Context: an optimization exercise on an open-source flow, tuned for small area and a short achievable clock period. The choices shown serve that exercise and are no tape-out recipe. Only simulation tests tie the RTL to the original design; equivalence was not proved. No activity file was given, so power comes from the tool's default toggle rates.

## flow/design.v

```verilog
`default_nettype none
`timescale 1ns/1ns
module pe (
    input  logic        clk,
    input  logic        rst,
    input  logic        clr,
    input  logic [7:0]  a_in,
    input  logic [7:0]  b_in,
    output logic [17:0] acc_out
);
    logic [17:0] rx, ry, sum;
    logic pp0_0;
    logic pp0_1;
    logic pp0_2;
    logic pp0_3;
    logic pp0_4;
    logic pp0_5;
    logic pp0_6;
    logic pp0_7;
    logic pp1_0;
    logic pp1_1;
    logic pp1_2;
    logic pp1_3;
    logic pp1_4;
    logic pp1_5;
    logic pp1_6;
    logic pp1_7;
    logic pp2_0;
    logic pp2_1;
    logic pp2_2;
    logic pp2_3;
    logic pp2_4;
    logic pp2_5;
    logic pp2_6;
    logic pp2_7;
    logic pp3_0;
    logic pp3_1;
    logic pp3_2;
    logic pp3_3;
    logic pp3_4;
    logic pp3_5;
    logic pp3_6;
    logic pp3_7;
    logic pp4_0;
    logic pp4_1;
    logic pp4_2;
    logic pp4_3;
    logic pp4_4;
    logic pp4_5;
    logic pp4_6;
    logic pp4_7;
    logic pp5_0;
    logic pp5_1;
    logic pp5_2;
    logic pp5_3;
    logic pp5_4;
    logic pp5_5;
    logic pp5_6;
    logic pp5_7;
    logic pp6_0;
    logic pp6_1;
    logic pp6_2;
    logic pp6_3;
    logic pp6_4;
    logic pp6_5;
    logic pp6_6;
    logic pp6_7;
    logic pp7_0;
    logic pp7_1;
    logic pp7_2;
    logic pp7_3;
    logic pp7_4;
    logic pp7_5;
    logic pp7_6;
    logic pp7_7;
    logic ha_s0;
    logic ha_c0;
    logic fa_s0;
    logic fa_c0;
    logic ha_s1;
    logic ha_c1;
    logic fa_s1;
    logic fa_c1;
    logic fa_s2;
    logic fa_c2;
    logic ha_s2;
    logic ha_c2;
    logic fa1_s0;
    logic fa1_c0;
    logic fa_s3;
    logic fa_c3;
    logic fa_s4;
    logic fa_c4;
    logic fa_s5;
    logic fa_c5;
    logic fa_s6;
    logic fa_c6;
    logic fa_s7;
    logic fa_c7;
    logic ha_s3;
    logic ha_c3;
    logic fa_s8;
    logic fa_c8;
    logic ha_s4;
    logic ha_c4;
    logic fa_s9;
    logic fa_c9;
    logic fa_s10;
    logic fa_c10;
    logic fa_s11;
    logic fa_c11;
    logic fa_s12;
    logic fa_c12;
    logic fa_s13;
    logic fa_c13;
    logic fa_s14;
    logic fa_c14;
    logic fa_s15;
    logic fa_c15;
    logic fa_s16;
    logic fa_c16;
    logic fa_s17;
    logic fa_c17;
    logic fa_s18;
    logic fa_c18;
    logic fa_s19;
    logic fa_c19;
    logic fa_s20;
    logic fa_c20;
    logic fa_s21;
    logic fa_c21;
    logic fa_s22;
    logic fa_c22;
    logic fa_s23;
    logic fa_c23;
    logic ha_s5;
    logic ha_c5;
    logic fa_s24;
    logic fa_c24;
    logic fa_s25;
    logic fa_c25;
    logic fa_s26;
    logic fa_c26;
    logic fa_s27;
    logic fa_c27;
    logic fa_s28;
    logic fa_c28;
    logic fa_s29;
    logic fa_c29;
    logic fa_s30;
    logic fa_c30;
    logic fa_s31;
    logic fa_c31;
    logic fa_s32;
    logic fa_c32;
    logic fa_s33;
    logic fa_c33;
    logic fa_s34;
    logic fa_c34;
    logic ha_s6;
    logic ha_c6;
    logic fa_s35;
    logic fa_c35;
    logic fa_s36;
    logic fa_c36;
    logic fa_s37;
    logic fa_c37;
    logic fa_s38;
    logic fa_c38;
    logic fa_s39;
    logic fa_c39;
    logic fa_s40;
    logic fa_c40;
    logic fa_s41;
    logic fa_c41;
    logic fa_s42;
    logic fa_c42;
    logic fa_s43;
    logic fa_c43;
    logic fa_s44;
    logic fa_c44;
    logic fa_s45;
    logic fa_c45;
    logic fa_s46;
    logic fa_c46;
    logic fa_s47;
    logic fa_c47;
    logic inv_s0;
    logic inv_c0;
    logic inv_s1;
    logic inv_c1;
    logic inv_s2;
    logic inv_c2;
    logic cpc0;
    logic cpc1;
    logic cpc2;
    logic cpc3;
    logic [14:0] hi_sum;
    assign pp0_0 = a_in[0] & b_in[0];
    assign pp0_1 = a_in[0] & b_in[1];
    assign pp0_2 = a_in[0] & b_in[2];
    assign pp0_3 = a_in[0] & b_in[3];
    assign pp0_4 = a_in[0] & b_in[4];
    assign pp0_5 = a_in[0] & b_in[5];
    assign pp0_6 = a_in[0] & b_in[6];
    assign pp0_7 = ~(a_in[0] & b_in[7]);
    assign pp1_0 = a_in[1] & b_in[0];
    assign pp1_1 = a_in[1] & b_in[1];
    assign pp1_2 = a_in[1] & b_in[2];
    assign pp1_3 = a_in[1] & b_in[3];
    assign pp1_4 = a_in[1] & b_in[4];
    assign pp1_5 = a_in[1] & b_in[5];
    assign pp1_6 = a_in[1] & b_in[6];
    assign pp1_7 = ~(a_in[1] & b_in[7]);
    assign pp2_0 = a_in[2] & b_in[0];
    assign pp2_1 = a_in[2] & b_in[1];
    assign pp2_2 = a_in[2] & b_in[2];
    assign pp2_3 = a_in[2] & b_in[3];
    assign pp2_4 = a_in[2] & b_in[4];
    assign pp2_5 = a_in[2] & b_in[5];
    assign pp2_6 = a_in[2] & b_in[6];
    assign pp2_7 = ~(a_in[2] & b_in[7]);
    assign pp3_0 = a_in[3] & b_in[0];
    assign pp3_1 = a_in[3] & b_in[1];
    assign pp3_2 = a_in[3] & b_in[2];
    assign pp3_3 = a_in[3] & b_in[3];
    assign pp3_4 = a_in[3] & b_in[4];
    assign pp3_5 = a_in[3] & b_in[5];
    assign pp3_6 = a_in[3] & b_in[6];
    assign pp3_7 = ~(a_in[3] & b_in[7]);
    assign pp4_0 = a_in[4] & b_in[0];
    assign pp4_1 = a_in[4] & b_in[1];
    assign pp4_2 = a_in[4] & b_in[2];
    assign pp4_3 = a_in[4] & b_in[3];
    assign pp4_4 = a_in[4] & b_in[4];
    assign pp4_5 = a_in[4] & b_in[5];
    assign pp4_6 = a_in[4] & b_in[6];
    assign pp4_7 = ~(a_in[4] & b_in[7]);
    assign pp5_0 = a_in[5] & b_in[0];
    assign pp5_1 = a_in[5] & b_in[1];
    assign pp5_2 = a_in[5] & b_in[2];
    assign pp5_3 = a_in[5] & b_in[3];
    assign pp5_4 = a_in[5] & b_in[4];
    assign pp5_5 = a_in[5] & b_in[5];
    assign pp5_6 = a_in[5] & b_in[6];
    assign pp5_7 = ~(a_in[5] & b_in[7]);
    assign pp6_0 = a_in[6] & b_in[0];
    assign pp6_1 = a_in[6] & b_in[1];
    assign pp6_2 = a_in[6] & b_in[2];
    assign pp6_3 = a_in[6] & b_in[3];
    assign pp6_4 = a_in[6] & b_in[4];
    assign pp6_5 = a_in[6] & b_in[5];
    assign pp6_6 = a_in[6] & b_in[6];
    assign pp6_7 = ~(a_in[6] & b_in[7]);
    assign pp7_0 = ~(a_in[7] & b_in[0]);
    assign pp7_1 = ~(a_in[7] & b_in[1]);
    assign pp7_2 = ~(a_in[7] & b_in[2]);
    assign pp7_3 = ~(a_in[7] & b_in[3]);
    assign pp7_4 = ~(a_in[7] & b_in[4]);
    assign pp7_5 = ~(a_in[7] & b_in[5]);
    assign pp7_6 = ~(a_in[7] & b_in[6]);
    assign pp7_7 = a_in[7] & b_in[7];
    ha u_ha_s0 (.x(acc_out[5]), .y(pp0_5), .s(ha_s0), .c(ha_c0));
    fa u_fa_s0 (.x(acc_out[6]), .y(pp0_6), .z(pp1_5), .s(fa_s0), .c(fa_c0));
    ha u_ha_s1 (.x(pp2_4), .y(pp3_3), .s(ha_s1), .c(ha_c1));
    fa u_fa_s1 (.x(acc_out[7]), .y(pp0_7), .z(pp1_6), .s(fa_s1), .c(fa_c1));
    fa u_fa_s2 (.x(pp2_5), .y(pp3_4), .z(pp4_3), .s(fa_s2), .c(fa_c2));
    ha u_ha_s2 (.x(pp5_2), .y(pp6_1), .s(ha_s2), .c(ha_c2));
    assign fa1_s0 = ~(acc_out[8] ^ pp1_7);
    assign fa1_c0 = acc_out[8] | pp1_7;
    fa u_fa_s3 (.x(pp2_6), .y(pp3_5), .z(pp4_4), .s(fa_s3), .c(fa_c3));
    fa u_fa_s4 (.x(pp5_3), .y(pp6_2), .z(pp7_1), .s(fa_s4), .c(fa_c4));
    fa u_fa_s5 (.x(acc_out[9]), .y(pp2_7), .z(pp3_6), .s(fa_s5), .c(fa_c5));
    fa u_fa_s6 (.x(pp4_5), .y(pp5_4), .z(pp6_3), .s(fa_s6), .c(fa_c6));
    fa u_fa_s7 (.x(acc_out[10]), .y(pp3_7), .z(pp4_6), .s(fa_s7), .c(fa_c7));
    ha u_ha_s3 (.x(acc_out[3]), .y(pp0_3), .s(ha_s3), .c(ha_c3));
    fa u_fa_s8 (.x(acc_out[4]), .y(pp0_4), .z(pp1_3), .s(fa_s8), .c(fa_c8));
    ha u_ha_s4 (.x(pp2_2), .y(pp3_1), .s(ha_s4), .c(ha_c4));
    fa u_fa_s9 (.x(pp1_4), .y(pp2_3), .z(pp3_2), .s(fa_s9), .c(fa_c9));
    fa u_fa_s10 (.x(pp4_1), .y(pp5_0), .z(ha_s0), .s(fa_s10), .c(fa_c10));
    fa u_fa_s11 (.x(pp4_2), .y(pp5_1), .z(pp6_0), .s(fa_s11), .c(fa_c11));
    fa u_fa_s12 (.x(ha_c0), .y(ha_s1), .z(fa_s0), .s(fa_s12), .c(fa_c12));
    fa u_fa_s13 (.x(pp7_0), .y(ha_c1), .z(ha_s2), .s(fa_s13), .c(fa_c13));
    fa u_fa_s14 (.x(fa_c0), .y(fa_s1), .z(fa_s2), .s(fa_s14), .c(fa_c14));
    fa u_fa_s15 (.x(ha_c2), .y(fa1_s0), .z(fa_c1), .s(fa_s15), .c(fa_c15));
    fa u_fa_s16 (.x(fa_c2), .y(fa_s3), .z(fa_s4), .s(fa_s16), .c(fa_c16));
    fa u_fa_s17 (.x(pp7_2), .y(fa1_c0), .z(fa_c3), .s(fa_s17), .c(fa_c17));
    fa u_fa_s18 (.x(fa_c4), .y(fa_s5), .z(fa_s6), .s(fa_s18), .c(fa_c18));
    fa u_fa_s19 (.x(pp5_5), .y(pp6_4), .z(pp7_3), .s(fa_s19), .c(fa_c19));
    fa u_fa_s20 (.x(fa_c5), .y(fa_c6), .z(fa_s7), .s(fa_s20), .c(fa_c20));
    fa u_fa_s21 (.x(acc_out[11]), .y(pp4_7), .z(pp5_6), .s(fa_s21), .c(fa_c21));
    fa u_fa_s22 (.x(pp6_5), .y(pp7_4), .z(fa_c7), .s(fa_s22), .c(fa_c22));
    fa u_fa_s23 (.x(acc_out[12]), .y(pp5_7), .z(pp6_6), .s(fa_s23), .c(fa_c23));
    ha u_ha_s5 (.x(acc_out[2]), .y(pp0_2), .s(ha_s5), .c(ha_c5));
    fa u_fa_s24 (.x(pp1_2), .y(pp2_1), .z(pp3_0), .s(fa_s24), .c(fa_c24));
    fa u_fa_s25 (.x(pp4_0), .y(ha_c3), .z(ha_s4), .s(fa_s25), .c(fa_c25));
    fa u_fa_s26 (.x(ha_c4), .y(fa_c8), .z(fa_s9), .s(fa_s26), .c(fa_c26));
    fa u_fa_s27 (.x(fa_c9), .y(fa_s11), .z(fa_c10), .s(fa_s27), .c(fa_c27));
    fa u_fa_s28 (.x(fa_c11), .y(fa_s13), .z(fa_c12), .s(fa_s28), .c(fa_c28));
    fa u_fa_s29 (.x(fa_c13), .y(fa_c14), .z(fa_s15), .s(fa_s29), .c(fa_c29));
    fa u_fa_s30 (.x(fa_c15), .y(fa_c16), .z(fa_s17), .s(fa_s30), .c(fa_c30));
    fa u_fa_s31 (.x(fa_s19), .y(fa_c17), .z(fa_c18), .s(fa_s31), .c(fa_c31));
    fa u_fa_s32 (.x(fa_c19), .y(fa_s21), .z(fa_c20), .s(fa_s32), .c(fa_c32));
    fa u_fa_s33 (.x(pp7_5), .y(fa_c21), .z(fa_s23), .s(fa_s33), .c(fa_c33));
    fa u_fa_s34 (.x(acc_out[13]), .y(pp6_7), .z(pp7_6), .s(fa_s34), .c(fa_c34));
    ha u_ha_s6 (.x(acc_out[1]), .y(pp0_1), .s(ha_s6), .c(ha_c6));
    fa u_fa_s35 (.x(pp1_1), .y(pp2_0), .z(ha_s5), .s(fa_s35), .c(fa_c35));
    fa u_fa_s36 (.x(ha_c5), .y(ha_s3), .z(fa_s24), .s(fa_s36), .c(fa_c36));
    fa u_fa_s37 (.x(fa_c24), .y(fa_s8), .z(fa_s25), .s(fa_s37), .c(fa_c37));
    fa u_fa_s38 (.x(fa_c25), .y(fa_s10), .z(fa_s26), .s(fa_s38), .c(fa_c38));
    fa u_fa_s39 (.x(fa_c26), .y(fa_s12), .z(fa_s27), .s(fa_s39), .c(fa_c39));
    fa u_fa_s40 (.x(fa_s14), .y(fa_c27), .z(fa_s28), .s(fa_s40), .c(fa_c40));
    fa u_fa_s41 (.x(fa_s16), .y(fa_c28), .z(fa_s29), .s(fa_s41), .c(fa_c41));
    fa u_fa_s42 (.x(fa_s18), .y(fa_c29), .z(fa_s30), .s(fa_s42), .c(fa_c42));
    fa u_fa_s43 (.x(fa_s20), .y(fa_c30), .z(fa_s31), .s(fa_s43), .c(fa_c43));
    fa u_fa_s44 (.x(fa_s22), .y(fa_c31), .z(fa_s32), .s(fa_s44), .c(fa_c44));
    fa u_fa_s45 (.x(fa_c22), .y(fa_s33), .z(fa_c32), .s(fa_s45), .c(fa_c45));
    fa u_fa_s46 (.x(fa_c23), .y(fa_s34), .z(fa_c33), .s(fa_s46), .c(fa_c46));
    fa u_fa_s47 (.x(acc_out[14]), .y(pp7_7), .z(fa_c34), .s(fa_s47), .c(fa_c47));
    assign inv_s0 = ~acc_out[15];
    assign inv_c0 = acc_out[15];
    assign inv_s1 = ~acc_out[16];
    assign inv_c1 = acc_out[16];
    assign inv_s2 = ~acc_out[17];
    assign inv_c2 = acc_out[17];
    assign rx = {inv_c1, inv_c0, inv_s0, fa_s47, fa_s46, fa_c44, fa_c43, fa_c42, fa_c41, fa_c40, fa_c39, fa_c38, fa_c37, fa_c36, fa_c35, ha_c6, pp1_0, acc_out[0]};
    assign ry = {inv_s2, inv_s1, fa_c47, fa_c46, fa_c45, fa_s45, fa_s44, fa_s43, fa_s42, fa_s41, fa_s40, fa_s39, fa_s38, fa_s37, fa_s36, fa_s35, ha_s6, pp0_0};
    ha u_cpa0 (.x(acc_out[0]), .y(pp0_0), .s(sum[0]), .c(cpc0));
    fa u_cpa1 (.x(pp1_0), .y(ha_s6), .z(cpc0), .s(sum[1]), .c(cpc1));
    fa u_cpa2 (.x(ha_c6), .y(fa_s35), .z(cpc1), .s(sum[2]), .c(cpc2));
    fa u_cpa3 (.x(fa_c35), .y(fa_s36), .z(cpc2), .s(sum[3]), .c(cpc3));
    assign hi_sum = {rx[17:4], cpc3} + {ry[17:4], cpc3};
    assign sum[17:4] = hi_sum[14:1];
    always_ff @(posedge clk) begin
        if (rst || clr) acc_out <= '0;
        else            acc_out <= sum;
    end
endmodule
module fa (
    input  logic x,
    input  logic y,
    input  logic z,
    output logic s,
    output logic c
);
    assign s = x ^ y ^ z;
    assign c = (x & y) | (x & z) | (y & z);
endmodule
module bsel (
    input  logic one,
    input  logic two,
    input  logic neg,
    input  logic x,
    input  logic y,
    output logic p
);
    assign p = ((one & x) | (two & y)) ^ neg;
endmodule
module bseln (
    input  logic one,
    input  logic two,
    input  logic neg,
    input  logic x,
    input  logic y,
    output logic p
);
    assign p = ~(((one & x) | (two & y)) ^ neg);
endmodule
module ha (
    input  logic x,
    input  logic y,
    output logic s,
    output logic c
);
    assign s = x ^ y;
    assign c = x & y;
endmodule
`default_nettype none
`timescale 1ns/1ns
module sysarray (
    input  logic               clk,
    input  logic               rst,
    input  logic               clr,
    input  logic [2:0][7:0]    left,
    input  logic [2:0][7:0]    top,
    output logic [8:0][17:0]   out
);
    logic [2:0][2:0][7:0] a_in;   
    logic [2:0][2:0][7:0] b_in;   
    genvar r, c;
    generate
        for (r = 0; r < 3; r++) begin : g_row
            assign a_in[r][0] = left[r];
            assign b_in[0][r] = top[r];
            for (c = 0; c < 3; c++) begin : g_col
                if (c < 2) begin : g_hop
                    logic [7:0] a_q, b_q;
                    always_ff @(posedge clk) begin
                        if (rst) begin
                            a_q <= '0;
                            b_q <= '0;
                        end else begin
                            a_q <= a_in[r][c];
                            b_q <= b_in[c][r];
                        end
                    end
                    assign a_in[r][c+1] = a_q;
                    assign b_in[c+1][r] = b_q;
                end
                pe u_pe (
                    .clk(clk),
                    .rst(rst),
                    .clr(clr),
                    .a_in(a_in[r][c]),
                    .b_in(b_in[r][c]),
                    .acc_out(out[3*r+c])
                );
            end
        end
    endgenerate
endmodule
`default_nettype none
`timescale 1ns/1ns
module sysarray_flat (
    input  wire         clk,
    input  wire         rst,
    input  wire         clr,
    input  wire [23:0]  a_left,
    input  wire [23:0]  b_top,
    output wire [161:0] acc_out
);
    sysarray u_arr (
        .clk(clk),
        .rst(rst),
        .clr(clr),
        .left(a_left),
        .top(b_top),
        .out(acc_out)
    );
endmodule
```

## flow/run.sh

```bash
#!/bin/bash
# synth_recipe.tcl (not shown) runs the flow's synth.tcl, then flattens the netlist and writes it again
# the make line also repeats each setting of config.mk as NAME=value (left out here)
make -C /OpenROAD-flow-scripts/flow DESIGN_CONFIG=/design/flow/config.mk WORK_HOME=/design/flow/orfs CLKGATE_MAP_FILE= SYNTH_SCRIPT=/design/flow/synth_recipe.tcl finish
```

## flow/config.mk

```make
export PLATFORM = sky130hd
export DESIGN_NAME = sysarray_flat
export DESIGN_NICKNAME = sysarray_flat
export VERILOG_FILES = /design/flow/design.v
export SDC_FILE = /design/flow/constraint.sdc
export NUM_CORES = 4
export LEC_CHECK = 0
export CAP_MARGIN = 20
export CORE_MARGIN = 2
export CORE_UTILIZATION = 40
export SETUP_SLACK_MARGIN = 1.0
export SLEW_MARGIN = 20
export SYNTH_HIERARCHICAL = 1
export SYNTH_MINIMUM_KEEP_SIZE = 0
```

## flow/constraint.sdc

```tcl
create_clock -name core_clock -period 5.0 [get_ports {clk}]
set_input_delay 1.0000 -clock core_clock [delete_from_list [all_inputs] [get_ports {clk}]]
set_output_delay 1.0000 -clock core_clock [all_outputs]
set_load 0.01 [all_outputs]
```

==> flow_metrics.py, run 1 <==
metrics = {
    "route": {
        "detail-route-antenna-nets": 0,
        "detailedRoute.firstIterationViolations": 764,
        "dr.pass1.iters": 5,
        "drt-wirelength-per-cell_um": 18.86,
        "remaining_drc_errors": 0,
        "wl_um": 72310,
        "routed_via_density": 5.178,
        "dr_total_vias": 19854,
    },
    "timing": {
        "rsz0062_at_grt": "yes",
        "maxClockFrequency_ghz": 0.2385,
        "setup_viol": 0,
        "fin_crit_sh_pct": 83.85,
        "maxSlewHeadroom_pct": 58.15,
        "worst_clock_skew_ns": 0.02223,
        "tightest_slew_ns": 0.6278,
        "worst_hold_slack_ns": 0.5330,
        "timing.final.crit_period_ns": 4.192,
        "timing.final.hold_violations": 0,
        "finalMaxSlewViolations": 0,
    },
    "run": {
        "max-cap-violations": 0,
    },
    "critical_path": {
        "critical_path.startpoint_type": "primary input",
        "max_stage_delay_ns": 0.60,
        "critical_path_required_ns": 5.42,
        "reg2regPathDepth": 11,
        "critical_path.most_common_cell": "sky130_fd_sc_hd__buf_6",
        "r2r_start": "u_arr.g_row[0].g_col[0].g_hop.a_q[3]",
        "cp_cell_sequence": "buf_6 -> buf_6 -> buf_6 -> buf_6 -> and2_4 -> fa_2 -> fa_2 -> fa_2 -> fa_1 -> ha_4 -> buf_6 -> nand4_1 -> or3_4 -> a21oi_2 -> nor3b_2",
        "critPathArrivalTime_ns": 4.61,
        "crit-reg2reg-capture": "u_arr.g_row[0].g_col[1].u_pe.acc_out[13]",
        "setup.worst_path.class": "primary input to flip-flop",
        "critPathSlowestCell": "sky130_fd_sc_hd__fa_2",
        "worstPathMaxFanout": 6,
        "critical_path.endpoint_type": "flip-flop",
        "worst_setup_path_startpoint": "b_top[14]",
        "timing.reg2reg.setup_slack_ns": 0.93,
    },
    "place": {
        "place.detailed.hpwl_um": 56380,
        "port_buffers": 212,
        "gp_routability_congestion": 0.8677,
        "dpl_cell_area_mm2": 0.03107,
    },
    "clock_tree": {
        "clock_tree_from_tritoncts": "yes",
        "hold_buffers": 0,
        "numCtsBuffers": 36,
        "cts_buffer_depth": 3,
        "ctsRootBufferMaster": "sky130_fd_sc_hd__clkbuf_16",
        "clk_pin_slew_ns": 0.05,
        "source_to_sink_clock_delay_at_the_later_pin_of_the_worst_skew_pair_ns": 0.55,
        "htree_num_levels": 2,
        "clkSinkCount": 258,
    },
    "floorplan": {
        "io_pins": 213,
        "floorplan.die_area_mm2": 0.06837,
        "coreArea_mm2": 0.06575,
        "starting_density_of_the_core_pct": 40.33,
        "floorplan.die.width_um": 261.5,
        "die_h_um": 261.5,
        "core.rowCount": 94,
    },
    "final_layout": {
        "layout.cells.most_common_list": "sky130_fd_sc_hd__and2_1 (440), sky130_fd_sc_hd__fa_1 (365), sky130_fd_sc_hd__buf_4 (220), sky130_fd_sc_hd__nand2_1 (195), sky130_fd_sc_hd__dfxtp_1 (184)",
        "multiInputGateArea_mm2": 0.02257,
        "layout-drive-gt1-share_pct": 27.38,
        "fillCellCount": 5841,
        "leading_cell_type_in_the_layout_fill_and_taps_excluded": "sky130_fd_sc_hd__and2_1",
        "area_delta_synth_final_pct": 29.87,
        "ff_latch_area_mm2": 0.005345,
        "finalInstanceArea_mm2": 0.03444,
        "utilization_pct": 52.38,
        "layout.nets": 3663,
    },
    "hold_path": {
        "hold_path.startpoint": "u_arr.g_row[2].g_col[0].g_hop.a_q[3]",
        "min_path_cells": 1,
        "min_to": "u_arr.g_row[2].g_col[1].g_hop.a_q[3]",
        "hold_class": "flip-flop to flip-flop",
    },
    "power": {
        "internal_power_uw": 11340,
        "share_of_power_burned_in_combinational_logic_pct": 73.2,
        "p_leak_uw": 0.01479,
        "net_switching_power_figure_uw": 8410,
        "p_clk_share_pct": 12.8,
        "ir_worst_vdd_uv": 651.6,
        "report.power.total_uw": 19750,
        "pwr_density_cell_mw_per_mm2": 573.5,
        "power.switching_fraction_pct": 42.58,
        "pwr-share-seq_pct": 14.0,
    },
    "logic_synthesis": {
        "synth.yosys.seq_area_share_pct": 19.48,
        "number_of_standard_cells_after_synthesis": 2524,
        "ys.warnings.count": 8,
        "synthFlopType": "sky130_fd_sc_hd__dfxtp_1",
        "synth_top_area_share_pct": 35.33,
        "synthDistinctLibCells": 37,
        "postSynthNetCount": 3241,
        "synth_largest_area_cell": "sky130_fd_sc_hd__fa_1",
        "ys_ff_latch": 258,
        "asyncSetResetFlopFracSynth_pct": 0,
        "post_synth_edffs": 0,
        "synth.area.top_cells": "sky130_fd_sc_hd__fa_1 (35%), sky130_fd_sc_hd__dfxtp_1 (19%), sky130_fd_sc_hd__and2_1 (12%)",
        "syn-mean-instance-area_um2": 10.51,
        "syn_area_mm2": 0.02652,
    },
    "global_routing": {
        "grt_pass1_vias": 21769,
        "antenna_found_initial": 1,
        "grt_start_max_net_pins": 74,
        "grt_overflow_total": 0,
        "grt_first_pass_wirelength_um": 116500,
        "gr-usage-all-layers_pct": 21.55,
    },
    "status": {
        "outcome": "complete, no violations",
    },
}
-- timing repair --
action,in CTS,in global routing
gates cloned,1,0
pin swaps,154,223
buffers inserted,35,45
resized for setup,388,270
setup endpoints to repair,90,81
-- registers in the layout, summed over array words and instances, names as in the netlist --
name / count
u_arr.g_row.g_col.g_hop.b_q: 48
u_arr.g_row.g_col.g_hop.a_q: 48
u_arr.g_row.g_col.u_pe.acc_out: 162
-- synth_stat cells, types with 14 or more instances --
master and count:
sky130_fd_sc_hd__nand2_1 198, sky130_fd_sc_hd__nor2b_1 96, sky130_fd_sc_hd__buf_2 14, sky130_fd_sc_hd__a21oi_1 90, sky130_fd_sc_hd__inv_1 63, sky130_fd_sc_hd__a221o_1 18
sky130_fd_sc_hd__o211ai_1 18, sky130_fd_sc_hd__o21bai_1 18, sky130_fd_sc_hd__or3_1 18, sky130_fd_sc_hd__clkbuf_1 18, sky130_fd_sc_hd__dfxtp_1 258, sky130_fd_sc_hd__ha_1 198
sky130_fd_sc_hd__nor2_1 144, sky130_fd_sc_hd__xnor2_1 45, sky130_fd_sc_hd__xor2_1 54, sky130_fd_sc_hd__and2_1 504, sky130_fd_sc_hd__a21o_1 27, sky130_fd_sc_hd__a211oi_2 18
sky130_fd_sc_hd__buf_4 28, sky130_fd_sc_hd__o21ai_0 36, sky130_fd_sc_hd__nand4_1 18, sky130_fd_sc_hd__nor3_1 18, sky130_fd_sc_hd__and3_1 27, sky130_fd_sc_hd__nand3_1 27
sky130_fd_sc_hd__fa_1 468
-- worst max path at each step --
stage	to	slack [ns]	cells after the start
finish	u_arr.g_row[0].g_col[1].u_pe.acc_out[14]	0.81	15
CTS	u_arr.g_row[0].g_col[1].u_pe.acc_out[17]	0.68	14
global placement	u_arr.g_row[0].g_col[2].u_pe.acc_out[13]	-0.16	12
floorplan	u_arr.g_row[0].g_col[0].u_pe.acc_out[13]	0.70	11
detailed placement	u_arr.g_row[1].g_col[0].u_pe.acc_out[13]	-0.18	12
global route	u_arr.g_row[0].g_col[1].u_pe.acc_out[14]	0.70	15
-- cells by family after synthesis --
family	count (synthesis)	synth area share, %
AO/OA/AOI/OAI	270	7.219
XOR/XNOR	99	3.270
adder cells (fa/ha/maj)	666	44.67
buffers and inverters	136	2.543
flip-flops	258	19.48
AND/OR/NAND/NOR	1095	22.82
-- critical path: cells and delay by family --
| kind | cells | cell delay [ns] |
|---|---|---|
| fa+ha+maj | 5 | 2.21 |
| simple gates | 4 | 0.72 |
| buf+inv | 5 | 0.53 |
| compound gates | 1 | 0.14 |
-- layer usage --
layer	part of all wire (%)	wire, µm	GRT usage (%)	vias to the layer above
met3	4.3	3119	2.942	95
met2	50	36430	37.63	438
met4	2.6	1849	6.155	0
met5	0	0	0	-
li1	-	-	-	9138
met1	43	30910	27.90	10183
-- power by group through the flow --
| stage | sequential [µW] | clock (µW) | combinational, µW |
|---|---|---|---|
| floorplan | 2760 | 0 | 8760 |
| detailed placement | 2830 | 0 | 12200 |
| finish | 2770 | 2530 | 14500 |
| global route | 2810 | 2690 | 15900 |
| global placement | 2830 | 0 | 12000 |
| CTS | 2790 | 2610 | 13200 |
-- Yosys stat by module, one instance, submodules excluded, a selection --
module    flops+latches  cells inside  cell area [µm²]
pe                   18           199             1536
ha                    0             1            12.51
sysarray             96           202             2600
fa                    0             1            20.02
-- cell type report --
cell class                      instances  share of cell area [%]
Timing Repair Buffer                  457                   11.79
Clock buffer                           49                   2.994
Tap cell                              864                   3.139
Antenna cell                            1                0.007266
Inverter                               63                  0.6866
Clock inverter                         12                  0.3270
Multi-Input combinational cell       2130                   65.53
Sequential cell                       258                   15.52
-- per-stage QoR --
| step | worst slack (ns) | std cells | TNS (ns) |
|---|---|---|---|
| 2_1_floorplan | 0.6970 | 2524 | 0 |
| 4_1_cts | 0.6782 | 3788 | 0 |
| 5_1_grt | 0.7044 | 3833 | 0 |
| 6_report | 0.8075 | 3834 | 0 |
| 3_5_place_dp | -0.1791 | 3691 | -2.429 |
| 3_3_place_gp | -0.1556 | 3691 | -1.493 |
==> inputs of run 2 (changes only) <==
==> flow/flow/run.sh (new file) <==
#!/bin/bash
# The standard layout, with every port buffered by the smallest buffer
# (sky130_fd_sc_hd__buf_1) rather than the cell buffer_ports picks by itself;
# repair_design and repair_timing resize them afterwards where needed.
set -euo pipefail
export BUFFER_PORTS_ARGS="-buffer_cell sky130_fd_sc_hd__buf_1"
bash standard.sh > standard.log 2>&1
==> flow/standard.sh (new file) <==
#!/bin/bash
# synth_recipe.tcl (not shown) runs the flow's synth.tcl, then flattens the netlist and writes it again
# the make line also repeats each setting of config.mk as NAME=value (left out here)
make -C /OpenROAD-flow-scripts/flow DESIGN_CONFIG=/design/flow/config.mk WORK_HOME=/design/flow/orfs CLKGATE_MAP_FILE= SYNTH_SCRIPT=/design/flow/synth_recipe.tcl "${@:-finish}"
--- a/flow/config.mk
+++ b/flow/config.mk
@@ -8,7 +8,7 @@
 export CAP_MARGIN = 20
 export CORE_MARGIN = 2
 export CORE_UTILIZATION = 40
-export SETUP_SLACK_MARGIN = 1.0
+export SETUP_SLACK_MARGIN = 1.25
 export SLEW_MARGIN = 20
 export SYNTH_HIERARCHICAL = 1
 export SYNTH_MINIMUM_KEEP_SIZE = 0
removed: flow/run.sh
==> run 2 against run 1 <==
Via count about the same. Maximum frequency increased by 2.1%. Setup slack improved by 0.087 ns. Count of clock-buffer cells in the layout grew 1. Sequential share of layout area up 0.22 points. Sequential power about the same. Non-clock buffer count down 23. Cell count shrank 0.55%.
==> flow_metrics.py, run 2 <==
metrics = {
    "global_routing": {
        "grt_start_max_net_pins": 61,
        "grt_overflow_total": 0,
        "grt_pass1_vias": 22004,
        "antenna_found_initial": 1,
        "gr-usage-all-layers_pct": 21.61,
        "grt_first_pass_wirelength_um": 117200,
    },
    "clock_tree": {
        "cts_buffer_depth": 3,
        "ctsRootBufferMaster": "sky130_fd_sc_hd__clkbuf_16",
        "htree_num_levels": 2,
        "clk_pin_slew_ns": 0.06,
        "source_to_sink_clock_delay_at_the_later_pin_of_the_worst_skew_pair_ns": 0.56,
        "numCtsBuffers": 36,
        "clkSinkCount": 258,
        "clock_tree_from_tritoncts": "yes",
    },
    "power": {
        "pwr-share-seq_pct": 13.6,
        "report.power.total_uw": 20320,
        "pwr_density_cell_mw_per_mm2": 594.0,
        "net_switching_power_figure_uw": 8959,
        "power.switching_fraction_pct": 44.09,
        "p_clk_share_pct": 13.3,
        "p_leak_uw": 0.01448,
        "internal_power_uw": 11360,
        "ir_worst_vdd_uv": 795.6,
        "share_of_power_burned_in_combinational_logic_pct": 73.1,
    },
    "logic_synthesis": {
        "yosys.cell_count.top_type": "sky130_fd_sc_hd__and2_1",
        "postSynthNetCount": 3241,
        "asyncSetResetFlopFracSynth_pct": 0,
        "post_synth_edffs": 0,
        "synth_top_area_share_pct": 35.33,
        "synthDistinctLibCells": 37,
        "ys.warnings.count": 8,
        "number_of_standard_cells_after_synthesis": 2524,
        "netlist_top_cells_count": "sky130_fd_sc_hd__and2_1 (504), sky130_fd_sc_hd__fa_1 (468), sky130_fd_sc_hd__dfxtp_1 (258), sky130_fd_sc_hd__ha_1 (198), sky130_fd_sc_hd__nand2_1 (198)",
        "syn_area_mm2": 0.02652,
        "synth.yosys.seq_area_share_pct": 19.48,
        "synthFlopType": "sky130_fd_sc_hd__dfxtp_1",
        "ys_ff_latch": 258,
        "synth.area.top_cells": "sky130_fd_sc_hd__fa_1 (35%), sky130_fd_sc_hd__dfxtp_1 (19%), sky130_fd_sc_hd__and2_1 (12%)",
        "syn-mean-instance-area_um2": 10.51,
        "synth_largest_area_cell": "sky130_fd_sc_hd__fa_1",
    },
    "floorplan": {
        "starting_density_of_the_core_pct": 40.33,
        "floorplan.die.width_um": 261.5,
        "coreArea_mm2": 0.06575,
        "core.rowCount": 94,
        "io_pins": 213,
        "die_h_um": 261.5,
        "floorplan.die_area_mm2": 0.06837,
    },
    "route": {
        "detailroute.wirelength.met3_um": 3106,
        "routed_met1_length_um": 30790,
        "dr.pass1.iters": 5,
        "wl_um": 73420,
        "remaining_drc_errors": 0,
        "routed_via_density": 5.211,
        "detailedRoute.firstIterationViolations": 849,
        "dr_total_vias": 19871,
        "met2WireLength_um": 37690,
        "detail-route-antenna-nets": 0,
        "drt-wirelength-per-cell_um": 19.26,
        "dr.max_layer_used": "met4",
    },
    "critical_path": {
        "worstPathMaxFanout": 5,
        "r2r_start": "u_arr.g_row[0].g_col[1].g_hop.a_q[1]",
        "critPathArrivalTime_ns": 4.53,
        "worst_setup_path_startpoint": "b_top[21]",
        "reg2regPathDepth": 11,
        "critical_path_required_ns": 5.43,
        "critical_path.endpoint_type": "flip-flop",
        "critical_path.startpoint_type": "primary input",
        "setup.worst_path.class": "primary input to flip-flop",
    },
    "final_layout": {
        "antenna_cells": 0,
        "layout-drive-gt1-share_pct": 31.30,
        "top_register": "u_arr.g_row.g_col.u_pe.acc_out",
        "leading_cell_type_in_the_layout_fill_and_taps_excluded": "sky130_fd_sc_hd__and2_1",
        "layout.nets": 3640,
        "flip_flop_count_of_the_largest_register_all_copies_and_words_added": 162,
        "area_delta_synth_final_pct": 29.00,
        "finish.cell_count_without_fillers": 3813,
        "layout.cells.most_common_list": "sky130_fd_sc_hd__and2_1 (425), sky130_fd_sc_hd__fa_1 (334), sky130_fd_sc_hd__nand2_1 (186), sky130_fd_sc_hd__dfxtp_1 (180), sky130_fd_sc_hd__buf_4 (171)",
        "reg_top3": "u_arr.g_row.g_col.u_pe.acc_out: 162 flops, u_arr.g_row.g_col.g_hop.a_q: 48 flops, u_arr.g_row.g_col.g_hop.b_q: 48 flops",
    },
    "timing": {
        "post-route-worst-setup-slack_ns": 0.8948,
        "timing.final.crit_period_ns": 4.105,
        "worst_hold_slack_ns": 0.5110,
        "worst_clock_skew_ns": 0.01637,
        "setup_viol": 0,
        "maxSlewHeadroom_pct": 35.78,
        "setup-tns-final_ns": 0,
        "finalMaxSlewViolations": 0,
        "rsz0062_at_grt": "yes",
        "fin_crit_sh_pct": 82.10,
        "maxClockFrequency_ghz": 0.2436,
        "tightest_slew_ns": 0.9633,
        "timing.final.hold_violations": 0,
    },
    "place": {
        "port_buffers": 212,
        "placedCellCount": 3553,
        "place.detailed.hpwl_um": 54260,
        "gp_routability_congestion": 0.8774,
        "pre_cts_slack_ns": 0.1264,
    },
    "hold_path": {
        "hold_class": "flip-flop to flip-flop",
        "min_path_cells": 1,
        "hold_path.startpoint": "u_arr.g_row[2].g_col[0].g_hop.a_q[4]",
    },
    "status": {
        "outcome": "complete, no violations",
    },
    "run": {
        "max-cap-violations": 0,
    },
}
run 2: path summary, 6_finish.rpt:
check / to / slack (ns)
max: u_arr.g_row[0].g_col[2].u_pe.acc_out[15] / 0.89
min: u_arr.g_row[2].g_col[1].g_hop.a_q[4] / 0.51
max reg2reg: u_arr.g_row[0].g_col[2].u_pe.acc_out[15] / 0.96
min reg2reg: u_arr.g_row[2].g_col[1].g_hop.a_q[4] / 0.51
run 2: what timing repair did:
item,CTS,global route
setup buffers,123,71
pin swaps,263,277
gates resized for setup,467,201
hold buffers,0,0
gates cloned,2,0
endpoints found under the setup margin,90,87
run 2: layer usage:
metal,GRT usage (%),vias to the layer above
met3,3.358,113
met1,27.31,10235
met4,5.445,0
met5,0,-
met2,38.57,411
li1,-,9112
run 2: power by group through the flow:
stage	logic (µW)	clock network (µW)	registers, µW
4_1_cts	13200	2800	2770
3_5_place_dp	10900	0	2830
5_1_grt	16300	2870	2800
3_3_place_gp	10800	0	2820
2_1_floorplan	8960	0	2760
6_report	14900	2700	2760
run 2: layout make-up:
class / count / area, µm²
clock inverter: 14 / 158.9
multi-input combinational: 2130 / 23240
fill: 5821 / 31540
sequential: 258 / 5385
timing repair buffer: 434 / 3030
clock buffer: 50 / 1075
tap: 864 / 1081
inverter: 63 / 236.5
run 2: per-module statistics from Yosys, one instance, submodules excluded, a selection:
module | copies in the design | cells inside | flops+latches | cell area (µm²)
fa | 459 | 1 | 0 | 20.02
sysarray | 1 | 202 | 96 | 2600
pe | 9 | 199 | 18 | 1536
ha | 72 | 1 | 0 | 12.51
run 2: through the flow:
stage | area, µm² | utilization (%)
2_1_floorplan | 27410 | -
3_3_place_gp | 29000 | 44.11
3_5_place_dp | 29000 | 44.11
4_1_cts | 32830 | 49.93
5_1_grt | 34210 | 52.03
6_report | 34210 | 52.03
run 2: kinds of logic after synthesis:
family,after synthesis,synth area share (%)
compound gates,270,7.219
simple gates,1095,22.82
flops,258,19.48
xor+xnor,99,3.270
fa+ha+maj,666,44.67
buf+inv,136,2.543
run 2: critical path, stage by stage:
cell                       delay, ns
sky130_fd_sc_hd__buf_1          0.08
sky130_fd_sc_hd__buf_6          0.13
sky130_fd_sc_hd__and2_4         0.14
sky130_fd_sc_hd__fa_2           0.47
sky130_fd_sc_hd__fa_2           0.35
sky130_fd_sc_hd__fa_1           0.50
sky130_fd_sc_hd__fa_1           0.45
sky130_fd_sc_hd__ha_4           0.28
sky130_fd_sc_hd__a21o_4         0.22
sky130_fd_sc_hd__a221o_1        0.39
sky130_fd_sc_hd__a211oi_2       0.28
sky130_fd_sc_hd__xor2_1         0.18
sky130_fd_sc_hd__nor2_1         0.06
==> inputs of run 3 (changes only) <==
--- a/flow/config.mk
+++ b/flow/config.mk
@@ -8,7 +8,8 @@
 export CAP_MARGIN = 20
 export CORE_MARGIN = 2
 export CORE_UTILIZATION = 40
-export SETUP_SLACK_MARGIN = 1.25
+export CTS_BUF_LIST = sky130_fd_sc_hd__clkbuf_4 sky130_fd_sc_hd__clkbuf_8
+export SETUP_SLACK_MARGIN = 1.0
 export SLEW_MARGIN = 20
 export SYNTH_HIERARCHICAL = 1
 export SYNTH_MINIMUM_KEEP_SIZE = 0
==> run 3 against run 2 <==
Still clean. Cell area is 6.9% lower. First-iteration DRC count rose by 1.5%. Sequential power is essentially flat. Global-route usage fell by 0.70 points.
==> flow_metrics.py, run 3 <==
metrics = {
    "status": {
        "outcome": "complete, no violations",
    },
    "logic_synthesis": {
        "synth.yosys.seq_area_share_pct": 19.48,
        "number_of_standard_cells_after_synthesis": 2524,
        "syn_area_mm2": 0.02652,
        "synthFlopType": "sky130_fd_sc_hd__dfxtp_1",
        "ys_ff_latch": 258,
        "synth_largest_area_cell": "sky130_fd_sc_hd__fa_1",
        "yosys.cell_count.top_type": "sky130_fd_sc_hd__and2_1",
        "syn-mean-instance-area_um2": 10.51,
        "netlist_top_cells_count": "sky130_fd_sc_hd__and2_1 (504), sky130_fd_sc_hd__fa_1 (468), sky130_fd_sc_hd__dfxtp_1 (258), sky130_fd_sc_hd__ha_1 (198), sky130_fd_sc_hd__nand2_1 (198)",
        "asyncSetResetFlopFracSynth_pct": 0,
        "synth.area.top_cells": "sky130_fd_sc_hd__fa_1 (35%), sky130_fd_sc_hd__dfxtp_1 (19%), sky130_fd_sc_hd__and2_1 (12%)",
        "ys.warnings.count": 8,
        "synth_top_area_share_pct": 35.33,
        "synthDistinctLibCells": 37,
        "post_synth_edffs": 0,
        "postSynthNetCount": 3241,
    },
    "critical_path": {
        "critPathArrivalTime_ns": 4.56,
        "critical_path_required_ns": 5.54,
        "critical_path.startpoint_type": "primary input",
        "critical_path.endpoint_type": "flip-flop",
        "worstPathMaxFanout": 8,
        "timing.reg2reg.setup_slack_ns": 1.03,
        "setup.worst_path.class": "primary input to flip-flop",
    },
    "timing": {
        "worst_clock_skew_ns": 0.04962,
        "maxClockFrequency_ghz": 0.2486,
        "finalMaxSlewViolations": 0,
        "fin_crit_sh_pct": 80.44,
        "tightest_slew_ns": 0.9685,
        "setup_viol": 0,
        "worst_hold_slack_ns": 0.5324,
        "post-route-worst-setup-slack_ns": 0.9778,
        "timing.final.crit_period_ns": 4.022,
        "rsz0062_at_grt": "yes",
        "maxSlewHeadroom_pct": 35.44,
        "setup-tns-final_ns": 0,
        "timing.final.hold_violations": 0,
    },
    "global_routing": {
        "grt_pass1_vias": 21240,
        "grt_first_pass_wirelength_um": 113000,
        "gr-usage-all-layers_pct": 20.92,
        "grt_overflow_total": 0,
        "antenna_found_initial": 3,
        "grt_start_max_net_pins": 51,
    },
    "clock_tree": {
        "numCtsBuffers": 53,
        "clkSinkCount": 258,
        "clock_tree_from_tritoncts": "yes",
        "htree_num_levels": 2,
        "clk_pin_slew_ns": 0.06,
        "ctsRootBufferMaster": "sky130_fd_sc_hd__clkbuf_8",
        "cts_buffer_depth": 3,
        "source_to_sink_clock_delay_at_the_later_pin_of_the_worst_skew_pair_ns": 0.68,
        "hold_buffers": 0,
    },
    "final_layout": {
        "layout-drive-gt1-share_pct": 22.78,
        "multiInputGateArea_mm2": 0.02221,
        "fillCellCount": 6050,
        "layout.nets": 3526,
        "layout.cells.most_common_list": "sky130_fd_sc_hd__and2_1 (465), sky130_fd_sc_hd__fa_1 (375), sky130_fd_sc_hd__nand2_1 (196), sky130_fd_sc_hd__dfxtp_1 (172), sky130_fd_sc_hd__buf_1 (166)",
        "leading_cell_type_in_the_layout_fill_and_taps_excluded": "sky130_fd_sc_hd__and2_1",
        "ff_latch_area_mm2": 0.005370,
        "area_delta_synth_final_pct": 20.06,
        "reg_top3": "u_arr.g_row.g_col.u_pe.acc_out: 162 flops, u_arr.g_row.g_col.g_hop.a_q: 48 flops, u_arr.g_row.g_col.g_hop.b_q: 48 flops",
        "flip_flop_count_of_the_largest_register_all_copies_and_words_added": 162,
        "utilization_pct": 48.42,
        "top_register": "u_arr.g_row.g_col.u_pe.acc_out",
    },
    "power": {
        "ir_worst_vdd_uv": 556.1,
        "p_leak_uw": 0.01361,
        "pwr_density_cell_mw_per_mm2": 555.9,
    },
    "route": {
        "drt-wirelength-per-cell_um": 18.85,
        "routed_via_density": 5.155,
        "dr_total_vias": 19165,
        "detailedRoute.firstIterationViolations": 862,
        "wl_um": 70070,
        "remaining_drc_errors": 0,
        "detail-route-antenna-nets": 0,
        "dr.pass1.iters": 5,
    },
    "place": {
        "pre_cts_slack_ns": 0.05595,
        "place.detailed.hpwl_um": 54460,
        "port_buffers": 212,
        "gp_routability_congestion": 0.8867,
    },
    "floorplan": {
        "floorplan.die_area_mm2": 0.06837,
        "floorplan.die.width_um": 261.5,
        "starting_density_of_the_core_pct": 40.33,
        "die_h_um": 261.5,
        "coreArea_mm2": 0.06575,
        "core.rowCount": 94,
        "io_pins": 213,
    },
    "hold_path": {
        "hold_class": "flip-flop to flip-flop",
    },
    "run": {
        "max-cap-violations": 0,
    },
}
[run 3: changes by cell type in the layout (fill, tap and decap cells not counted), moves of 40 or more]
cell                       delta
sky130_fd_sc_hd__buf_4       -75
sky130_fd_sc_hd__fa_2        -41
sky130_fd_sc_hd__buf_6       -60
sky130_fd_sc_hd__fa_1        +41
sky130_fd_sc_hd__and2_4      -40
sky130_fd_sc_hd__clkbuf_8    +60
sky130_fd_sc_hd__and2_1      +40
[run 3: timing repair]
action                                 4_1_cts  5_1_grt
setup endpoints to repair                   61       64
buffers inserted                             9       49
gates cloned                                 0        1
endpoints found under the hold margin        0        0
gates resized for setup                    148      266
pin swaps                                   23      151
[run 3: cells by family after synthesis]
kind of cell    share of synthesized area (%)
buf+inv                                 2.543
simple gates                            22.82
flops                                   19.48
compound gates                          7.219
fa+ha+maj                               44.67
xor+xnor                                3.270
[run 3: layout make-up]
type	count	area share, %
clock buffers	80	3.262
clock inverters	19	0.7860
inverters	63	0.7428
flip-flops and latches	258	16.87
multi-input cells	2130	69.75
well taps	864	3.396
diodes	1	0.007860
repair buffers	303	5.192
[run 3: layer usage]
metal  vias up  wire length, µm  GRT usage (%)
li1       8889                -              -
met1      9744            29460          26.64
met2       400            35220          36.27
met3       130             3228          3.349
met4         2             2152          6.834
met5         -               13              0
[run 3: report_power, final]
| part | switching (µW) | internal, µW | total, µW |
|---|---|---|---|
| registers | 349 | 2410 | 2760 |
| clock network | 1050 | 1640 | 2690 |
| logic | 6450 | 5800 | 12200 |
[run 3: worst paths after layout]
| path | end | depth (start not counted) | start |
|---|---|---|---|
| worst max register to register | u_arr.g_row[2].g_col[0].u_pe.acc_out[15] | 11 | u_arr.g_row[0].g_col[1].g_hop.b_q[6] |
| worst max-delay path | u_arr.g_row[2].g_col[0].u_pe.acc_out[15] | 12 | a_left[16] |
| worst min register to register | u_arr.g_row[2].g_col[1].g_hop.b_q[1] | 1 | u_arr.g_row[2].g_col[0].g_hop.b_q[1] |
| worst min-delay path | u_arr.g_row[2].g_col[1].g_hop.b_q[1] | 1 | u_arr.g_row[2].g_col[0].g_hop.b_q[1] |
[run 3: modules after synthesis (local to each module, per instance), a selection]
module    cells  times used  area (µm²)  flops+latches
ha            1          72       12.51              0
fa            1         459       20.02              0
pe          199           9        1536             18
sysarray    202           1        2600             96
[run 3: through the flow]
step                instance area [µm²]  std cells  total power, µW
CTS                               30510       3667            16680
global route                      31840       3718            19340
global placement                  28760       3559            13360
detailed placement                28760       3559            13480
floorplan                         27130       2524            11520
finish                            31840       3718            17700
[run 3: critical path: stages]
cell and delay, ns:
sky130_fd_sc_hd__buf_12 0.11, sky130_fd_sc_hd__and2_4 0.14, sky130_fd_sc_hd__fa_1 0.50, sky130_fd_sc_hd__fa_2 0.41, sky130_fd_sc_hd__fa_1 0.51, sky130_fd_sc_hd__fa_1 0.56, sky130_fd_sc_hd__ha_4 0.23, sky130_fd_sc_hd__a21o_4 0.23
sky130_fd_sc_hd__a221o_1 0.39, sky130_fd_sc_hd__a211oi_2 0.25, sky130_fd_sc_hd__xor2_1 0.18, sky130_fd_sc_hd__nor2_1 0.05
==> inputs of run 4 (changes only) <==
--- a/flow/config.mk
+++ b/flow/config.mk
@@ -7,7 +7,7 @@
 export LEC_CHECK = 0
 export CAP_MARGIN = 20
 export CORE_MARGIN = 2
-export CORE_UTILIZATION = 40
+export CORE_UTILIZATION = 60
 export CTS_BUF_LIST = sky130_fd_sc_hd__clkbuf_4 sky130_fd_sc_hd__clkbuf_8
 export SETUP_SLACK_MARGIN = 1.0
 export SLEW_MARGIN = 20
==> run 4 against run 3 <==
Maximum frequency down 1.5%. Cell count down 6.6%. Die area down 33%. Via count up 1.8%. Non-clock buffer count up 36. Flip-flop and latch count unchanged. Critical endpoint is now u_arr.g_row[0].g_col[1].u_pe.acc_out[14]. Core utilization up 24 points. Sequential power about the same. Cell area down 0.56%.
==> flow_metrics.py, run 4 <==
metrics = {
    "critical_path": {
        "max_stage_delay_ns": 0.58,
        "setup.worst_path.class": "primary input to flip-flop",
        "path_buf_inv": 3,
        "critical_path.endpoint_type": "flip-flop",
        "critical_path.most_common_cell": "sky130_fd_sc_hd__fa_1",
        "critical_path_required_ns": 5.59,
        "cp_cell_sequence": "buf_1 -> buf_6 -> and2_4 -> fa_1 -> fa_2 -> fa_1 -> fa_1 -> ha_4 -> buf_6 -> and3_4 -> a211oi_4 -> or3_4 -> a21oi_1 -> nor3b_2",
        "critPathArrivalTime_ns": 4.67,
        "cp_top_family": "adder cells",
        "critPathSlowestCell": "sky130_fd_sc_hd__fa_1",
        "worstPathMaxFanout": 8,
        "critical_path.startpoint_type": "primary input",
    },
    "logic_synthesis": {
        "yosys.cell_count.top_type": "sky130_fd_sc_hd__and2_1",
        "syn-mean-instance-area_um2": 10.51,
        "synthFlopType": "sky130_fd_sc_hd__dfxtp_1",
        "asyncSetResetFlopFracSynth_pct": 0,
        "synth_top_area_share_pct": 35.33,
        "post_synth_edffs": 0,
        "netlist_top_cells_count": "sky130_fd_sc_hd__and2_1 (504), sky130_fd_sc_hd__fa_1 (468), sky130_fd_sc_hd__dfxtp_1 (258), sky130_fd_sc_hd__ha_1 (198), sky130_fd_sc_hd__nand2_1 (198)",
        "ys.warnings.count": 8,
        "syn_area_mm2": 0.02652,
        "synthDistinctLibCells": 37,
        "ys_ff_latch": 258,
        "postSynthNetCount": 3241,
        "synth.yosys.seq_area_share_pct": 19.48,
        "synth_largest_area_cell": "sky130_fd_sc_hd__fa_1",
        "number_of_standard_cells_after_synthesis": 2524,
        "synth.area.top_cells": "sky130_fd_sc_hd__fa_1 (35%), sky130_fd_sc_hd__dfxtp_1 (19%), sky130_fd_sc_hd__and2_1 (12%)",
    },
    "final_layout": {
        "area_delta_synth_final_pct": 19.39,
        "top_register": "u_arr.g_row.g_col.u_pe.acc_out",
        "layout.cells.most_common_list": "sky130_fd_sc_hd__and2_1 (460), sky130_fd_sc_hd__fa_1 (375), sky130_fd_sc_hd__nand2_1 (197), sky130_fd_sc_hd__dfxtp_1 (181), sky130_fd_sc_hd__buf_1 (170)",
        "leading_cell_type_in_the_layout_fill_and_taps_excluded": "sky130_fd_sc_hd__and2_1",
        "finish.cell_count_without_fillers": 3472,
        "reg_top3": "u_arr.g_row.g_col.u_pe.acc_out: 162 flops, u_arr.g_row.g_col.g_hop.a_q: 48 flops, u_arr.g_row.g_col.g_hop.b_q: 48 flops",
        "layout.nets": 3559,
        "layout-drive-gt1-share_pct": 23.38,
        "finalInstanceArea_mm2": 0.03166,
        "flip_flop_count_of_the_largest_register_all_copies_and_words_added": 162,
    },
    "timing": {
        "fin_crit_sh_pct": 81.68,
        "maxSlewHeadroom_pct": 44.92,
        "worst_hold_slack_ns": 0.5215,
        "rsz0062_at_grt": "yes",
        "worst_clock_skew_ns": 0.03695,
        "timing.final.hold_violations": 0,
        "setup_viol": 0,
        "finalMaxSlewViolations": 0,
        "setup-tns-final_ns": 0,
        "timing.final.crit_period_ns": 4.084,
        "tightest_slew_ns": 0.8262,
        "maxClockFrequency_ghz": 0.2449,
    },
    "global_routing": {
        "grt_overflow_total": 0,
        "grt_start_max_net_pins": 64,
        "gr-usage-all-layers_pct": 30.16,
        "grt_pass1_vias": 20855,
        "grt_first_pass_wirelength_um": 110000,
        "antenna_found_initial": 3,
    },
    "floorplan": {
        "starting_density_of_the_core_pct": 60.36,
        "core.rowCount": 77,
        "io_pins": 213,
        "coreArea_mm2": 0.04393,
        "floorplan.die.width_um": 214.2,
        "die_h_um": 214.2,
        "floorplan.die_area_mm2": 0.04589,
    },
    "clock_tree": {
        "clk_pin_slew_ns": 0.06,
        "cts_buffer_depth": 3,
        "clkSinkCount": 258,
        "ctsRootBufferMaster": "sky130_fd_sc_hd__clkbuf_8",
        "htree_num_levels": 2,
        "numCtsBuffers": 50,
        "source_to_sink_clock_delay_at_the_later_pin_of_the_worst_skew_pair_ns": 0.66,
        "hold_buffers": 0,
        "clock_tree_from_tritoncts": "yes",
    },
    "route": {
        "routed_via_density": 5.618,
        "drt-wirelength-per-cell_um": 19.74,
        "dr_total_vias": 19504,
        "detail-route-antenna-nets": 0,
        "dr.pass1.iters": 5,
        "detailedRoute.firstIterationViolations": 1149,
        "wl_um": 68540,
        "remaining_drc_errors": 0,
    },
    "power": {
        "pwr-share-seq_pct": 15.6,
        "power.switching_fraction_pct": 44.95,
        "internal_power_uw": 9826,
        "p_clk_share_pct": 13.2,
        "share_of_power_burned_in_combinational_logic_pct": 71.2,
        "pwr_density_cell_mw_per_mm2": 563.8,
        "ir_worst_vdd_uv": 526.0,
        "net_switching_power_figure_uw": 8022,
        "report.power.total_uw": 17850,
        "p_leak_uw": 0.01373,
    },
    "place": {
        "placedCellCount": 3300,
        "port_buffers": 212,
        "place.detailed.hpwl_um": 52700,
        "gp_routability_congestion": 0.8824,
        "dpl_cell_area_mm2": 0.02851,
    },
    "status": {
        "outcome": "complete, no violations",
    },
    "hold_path": {
        "hold_class": "flip-flop to flip-flop",
    },
    "run": {
        "max-cap-violations": 0,
    },
}
[run 4: routing by layer]
metal	vias to the layer above	GRT usage [%]	wire (µm)	part of all wire, %
met5	-	0	31	0.045
met4	4	9.861	2392	3.5
met3	152	5.007	3700	5.4
met2	550	49.84	33410	49
met1	9851	40.82	29000	42
li1	8947	-	-	-
[run 4: worst paths after layout]
check                                        from                                        to  slack [ns]  depth (start not counted)
min reg2reg  u_arr.g_row[2].g_col[0].g_hop.b_q[1]      u_arr.g_row[2].g_col[1].g_hop.b_q[1]        0.52                          1
min          u_arr.g_row[2].g_col[0].g_hop.b_q[1]      u_arr.g_row[2].g_col[1].g_hop.b_q[1]        0.52                          1
max reg2reg  u_arr.g_row[1].g_col[0].g_hop.b_q[6]  u_arr.g_row[1].g_col[1].u_pe.acc_out[13]        1.00                         11
max                                     b_top[13]  u_arr.g_row[0].g_col[1].u_pe.acc_out[14]        0.92                         14
[run 4: layout make-up]
cell class / count / area, µm²
Antenna cell: 1 / 2.502
Clock inverter: 14 / 150.1
Clock buffer: 75 / 944.7
Multi-Input combinational cell: 2130 / 22250
Tap cell: 592 / 740.7
Fill cell: 3372 / 12270
Inverter: 63 / 236.5
Sequential cell: 258 / 5349
Timing Repair Buffer: 339 / 1987
[run 4: per-module statistics from Yosys, one instance, submodules excluded, a selection]
module / cells inside / times used / area, µm² / flip-flops and latches
ha: 1 / 72 / 12.51 / 0
sysarray: 202 / 1 / 2600 / 96
fa: 1 / 459 / 20.02 / 0
pe: 199 / 9 / 1536 / 18
[run 4: stage by stage]
stage | setup WS (ns) | util, %
2_1_floorplan | 0.6970 | -
4_1_cts | 0.9453 | 68.65
6_report | 0.9159 | 72.06
3_5_place_dp | 0.02918 | 64.90
5_1_grt | 0.8364 | 72.06
3_3_place_gp | 0.06039 | 64.90
[run 4: repair_timing]
action,4_1_cts,5_1_grt
gates resized for setup,148,264
buffers inserted,17,64
endpoints found under the setup margin,65,67
pin swaps,26,149
gates cloned,0,1
[run 4: cell families (layout without fill, tap and decap cells)]
group,after synthesis,after routing,share of synthesized area (%)
AOI/OAI and AO/OA,270,270,7.219
xor gates and xnor gates,99,99,3.270
adders and majority gates,666,666,44.67
buffers and inverters,136,491,2.543
DFF,258,258,19.48
other,0,1,0
and+or+nand+nor,1095,1095,22.82
[run 4: power by group through the flow]
stage	clock (µW)	combinational [µW]	sequential, µW
floorplan	0	8760	2760
global placement	0	10500	2820
detailed placement	0	10700	2820
CTS	2410	11200	2780
global route	2510	14000	2810
finish	2360	12700	2780
[run 4: worst reg2reg max path, delay by kind of cell, from the launching register on]
kind / cells / cell delay (ns)
compound gates: 3 / 0.91
flops: 1 / 0.38
xor+xnor: 1 / 0.20
fa+ha+maj: 5 / 2.16
simple gates: 2 / 0.23
==> inputs of run 5 (changes only) <==
--- a/flow/config.mk
+++ b/flow/config.mk
@@ -5,9 +5,10 @@
 export SDC_FILE = /design/flow/constraint.sdc
 export NUM_CORES = 4
 export LEC_CHECK = 0
+export ABC_AREA = 1
 export CAP_MARGIN = 20
 export CORE_MARGIN = 2
-export CORE_UTILIZATION = 60
+export CORE_UTILIZATION = 40
 export CTS_BUF_LIST = sky130_fd_sc_hd__clkbuf_4 sky130_fd_sc_hd__clkbuf_8
 export SETUP_SLACK_MARGIN = 1.0
 export SLEW_MARGIN = 20
==> run 5 against run 4 <==
Non-clock buffer count is 97 lower. Count of clock-buffer cells in the layout increased by 7. Flip-flop and latch count unchanged. Register-to-register slack improved by 0.25 ns. Cell count increased by 46%. Largest power group unchanged. Setup slack gained 0.25 ns. Total power is 5.3% lower. Critical path depth rose by 3. Largest cell class unchanged. Still clean. Combinational power fell by about 10%. Via count grew 16%.
==> flow_metrics.py, run 5 <==
metrics = {
    "timing": {
        "tightest_slew_ns": 1.058,
        "worst_clock_skew_ns": 0.02637,
        "worst_hold_slack_ns": 0.5176,
        "maxSlewHeadroom_pct": 29.19,
        "setup-tns-final_ns": 0,
        "rsz0062_at_grt": "no",
        "fin_crit_sh_pct": 76.58,
        "setup_viol": 0,
        "maxClockFrequency_ghz": 0.2612,
        "timing.final.hold_violations": 0,
        "timing.final.crit_period_ns": 3.829,
        "finalMaxSlewViolations": 0,
    },
    "logic_synthesis": {
        "synth_top_area_share_pct": 31.89,
        "postSynthNetCount": 4670,
        "post_synth_edffs": 0,
        "asyncSetResetFlopFracSynth_pct": 0,
        "synth.yosys.seq_area_share_pct": 17.58,
        "ys.warnings.count": 8,
        "syn_area_mm2": 0.02938,
        "netlist_top_cells_count": "sky130_fd_sc_hd__nand2_1 (1,179), sky130_fd_sc_hd__inv_1 (942), sky130_fd_sc_hd__fa_1 (468), sky130_fd_sc_hd__nor2_1 (356), sky130_fd_sc_hd__dfxtp_1 (258)",
        "syn-mean-instance-area_um2": 7.432,
        "yosys.cell_count.top_type": "sky130_fd_sc_hd__nand2_1",
        "synth_largest_area_cell": "sky130_fd_sc_hd__fa_1",
        "number_of_standard_cells_after_synthesis": 3953,
        "synthDistinctLibCells": 21,
        "synthFlopType": "sky130_fd_sc_hd__dfxtp_1",
        "ys_ff_latch": 258,
        "synth.area.top_cells": "sky130_fd_sc_hd__fa_1 (32%), sky130_fd_sc_hd__dfxtp_1 (18%), sky130_fd_sc_hd__nand2_1 (15%)",
    },
    "clock_tree": {
        "clk_pin_slew_ns": 0.06,
        "source_to_sink_clock_delay_at_the_later_pin_of_the_worst_skew_pair_ns": 0.66,
        "postCtsSetupRepairBufs": 0,
        "numCtsBuffers": 55,
        "clkSinkCount": 258,
        "hold_buffers": 0,
        "htree_num_levels": 2,
        "ctsRootBufferMaster": "sky130_fd_sc_hd__clkbuf_8",
        "clock_tree_from_tritoncts": "yes",
        "cts_buffer_depth": 3,
    },
    "final_layout": {
        "area_delta_synth_final_pct": 10.62,
        "leading_cell_type_in_the_layout_fill_and_taps_excluded": "sky130_fd_sc_hd__nand2_1",
        "flip_flop_count_of_the_largest_register_all_copies_and_words_added": 162,
        "layout-drive-gt1-share_pct": 8.776,
        "layout.cells.most_common_list": "sky130_fd_sc_hd__nand2_1 (1,166), sky130_fd_sc_hd__inv_1 (938), sky130_fd_sc_hd__fa_1 (416), sky130_fd_sc_hd__nor2_1 (349), sky130_fd_sc_hd__buf_1 (208)",
        "fillCellCount": 7512,
        "top_register": "u_arr.g_row.g_col.u_pe.acc_out",
        "reg_top3": "u_arr.g_row.g_col.u_pe.acc_out: 162 flops, u_arr.g_row.g_col.g_hop.a_q: 48 flops, u_arr.g_row.g_col.g_hop.b_q: 48 flops",
        "layout.nets": 4778,
    },
    "floorplan": {
        "die_h_um": 275.0,
        "floorplan.die_area_mm2": 0.07563,
        "floorplan.die.width_um": 275.0,
        "coreArea_mm2": 0.07283,
        "starting_density_of_the_core_pct": 40.34,
        "io_pins": 213,
        "core.rowCount": 99,
    },
    "global_routing": {
        "grt_start_max_net_pins": 43,
        "antenna_found_initial": 4,
        "grt_pass1_vias": 23247,
        "grt_first_pass_wirelength_um": 120200,
        "gr-usage-all-layers_pct": 19.93,
        "grt_overflow_total": 0,
    },
    "route": {
        "routed_via_density": 4.473,
        "remaining_drc_errors": 0,
        "dr.max_layer_used": "met5",
        "detail-route-antenna-nets": 0,
        "wl_um": 72810,
        "dr.pass1.iters": 5,
        "met2WireLength_um": 35250,
        "routed_met1_length_um": 31890,
        "detailroute.wirelength.met3_um": 3492,
        "dr_total_vias": 22653,
        "detailedRoute.firstIterationViolations": 904,
        "drt-wirelength-per-cell_um": 14.38,
    },
    "power": {
        "pwr_density_cell_mw_per_mm2": 520.3,
        "p_leak_uw": 0.01914,
        "ir_worst_vdd_uv": 329.1,
    },
    "hold_path": {
        "hold_path.startpoint": "u_arr.g_row[2].g_col[0].g_hop.a_q[1]",
        "hold_class": "flip-flop to flip-flop",
    },
    "critical_path": {
        "setup.worst_path.class": "primary input to flip-flop",
        "worstPathMaxFanout": 9,
        "critical_path.endpoint_type": "flip-flop",
        "critical_path_required_ns": 5.60,
        "r2r_start": "u_arr.g_row[1].g_col[1].g_hop.b_q[1]",
        "critPathArrivalTime_ns": 4.43,
        "worst_setup_path_startpoint": "b_top[19]",
        "critical_path.startpoint_type": "primary input",
    },
    "place": {
        "place.detailed.hpwl_um": 59810,
        "port_buffers": 212,
        "gp_routability_congestion": 0.8662,
    },
    "run": {
        "max-cap-violations": 0,
    },
    "status": {
        "outcome": "complete, no violations",
    },
}
[run 5: cell types whose count changed after synthesis, moves of 27 or more]
cell / change
sky130_fd_sc_hd__a21o_1: -27
sky130_fd_sc_hd__a21oi_1: +27
sky130_fd_sc_hd__and2_1: -477
sky130_fd_sc_hd__and3_1: -27
sky130_fd_sc_hd__clkbuf_1: +117
sky130_fd_sc_hd__inv_1: +879
sky130_fd_sc_hd__nand2_1: +981
sky130_fd_sc_hd__nand3_1: +72
sky130_fd_sc_hd__nor2_1: +212
sky130_fd_sc_hd__nor2b_1: -96
sky130_fd_sc_hd__xnor2_1: -45
sky130_fd_sc_hd__xor2_1: -45
[run 5: routing by layer]
layer  vias to the layer above  track usage (%)
met5                         -                0
met4                         2            5.946
met3                       116            3.762
met2                       387            34.27
met1                     10633            25.40
li1                      11515                -
[run 5: repair_timing]
| action | 4_1_cts | 5_1_grt |
|---|---|---|
| endpoints found under the setup margin | 0 | 32 |
| gates resized for setup | 0 | 56 |
| hold endpoints to repair | 0 | 0 |
[run 5: cell type report]
| class | count | area [µm²] | area share (%) |
|---|---|---|---|
| diodes | 3 | 7.507 | 0.02310 |
| clock inverters | 16 | 211.5 | 0.6507 |
| well taps | 959 | 1200 | 3.692 |
| clock buffers | 82 | 1028 | 3.165 |
| inverters | 942 | 3536 | 10.88 |
| repair buffers | 242 | 1028 | 3.165 |
| multi-input cells | 2562 | 20260 | 62.33 |
| flip-flops and latches | 258 | 5231 | 16.10 |
[run 5: metrics by stage]
stage / util (%) / cell area, µm² / setup slack (ns) / power (µW) / std cells
2_1_floorplan: - / 30040 / 0.9675 / 12030 / 3953
3_3_place_gp: 42.79 / 31170 / 0.4395 / 14250 / 4962
3_5_place_dp: 42.79 / 31170 / 0.4058 / 14370 / 4962
4_1_cts: 44.50 / 32410 / 1.108 / 17150 / 5060
5_1_grt: 44.62 / 32500 / 1.004 / 18930 / 5063
6_report: 44.62 / 32500 / 1.171 / 16910 / 5064
[run 5: per-module statistics from Yosys (local to each module, per instance), excerpt]
| module | cells inside | cell area (µm²) | copies in the design | flops+latches |
|---|---|---|---|---|
| fa | 1 | 20.02 | 459 | 0 |
| pe | 347 | 1831 | 9 | 18 |
| ha | 1 | 12.51 | 72 | 0 |
| sysarray | 299 | 2814 | 1 | 96 |
[run 5: cell families after synthesis]
logic type | share of synthesized area [%]
xor+xnor | 0.2683
fa+ha+maj | 40.32
flops | 17.58
compound gates | 2.760
simple gates | 23.79
buf+inv | 15.28
[run 5: power by group]
part           internal, µW  switching (µW)
clock                  1570            1080
combinational          4540            6890
sequential             2430             399
total                  8530            8380
[run 5: final timing paths]
kind | slack, ns | endpoint | depth (start not counted)
max reg2reg | 1.25 | u_arr.g_row[2].g_col[1].u_pe.acc_out[16] | 12
min reg2reg | 0.52 | u_arr.g_row[2].g_col[1].g_hop.a_q[1] | 2
min | 0.52 | u_arr.g_row[2].g_col[1].g_hop.a_q[1] | 2
max | 1.17 | u_arr.g_row[0].g_col[2].u_pe.acc_out[15] | 17
[run 5: worst max-delay path: stages]
cell                      delay, ns
sky130_fd_sc_hd__buf_1         0.41
sky130_fd_sc_hd__nand2_1       0.10
sky130_fd_sc_hd__inv_1         0.10
sky130_fd_sc_hd__fa_1          0.45
sky130_fd_sc_hd__fa_2          0.39
sky130_fd_sc_hd__fa_2          0.58
sky130_fd_sc_hd__fa_1          0.46
sky130_fd_sc_hd__ha_4          0.29
sky130_fd_sc_hd__nand2_1       0.06
sky130_fd_sc_hd__nand2_1       0.06
sky130_fd_sc_hd__nand2_1       0.08
sky130_fd_sc_hd__nand2_1       0.06
sky130_fd_sc_hd__nand2_1       0.05
sky130_fd_sc_hd__nand3_1       0.10
sky130_fd_sc_hd__nand2_1       0.08
sky130_fd_sc_hd__nand2_1       0.05
sky130_fd_sc_hd__nor2_1        0.12

Check on run 5: ideal ports give 1.171 ns setup slack; a clkbuf_16 on the clock port and buf_2 on the inputs give 1.173 ns; moving port delays by the midpoint clock arrival (0.716 ns) as well gives 0.457 ns.
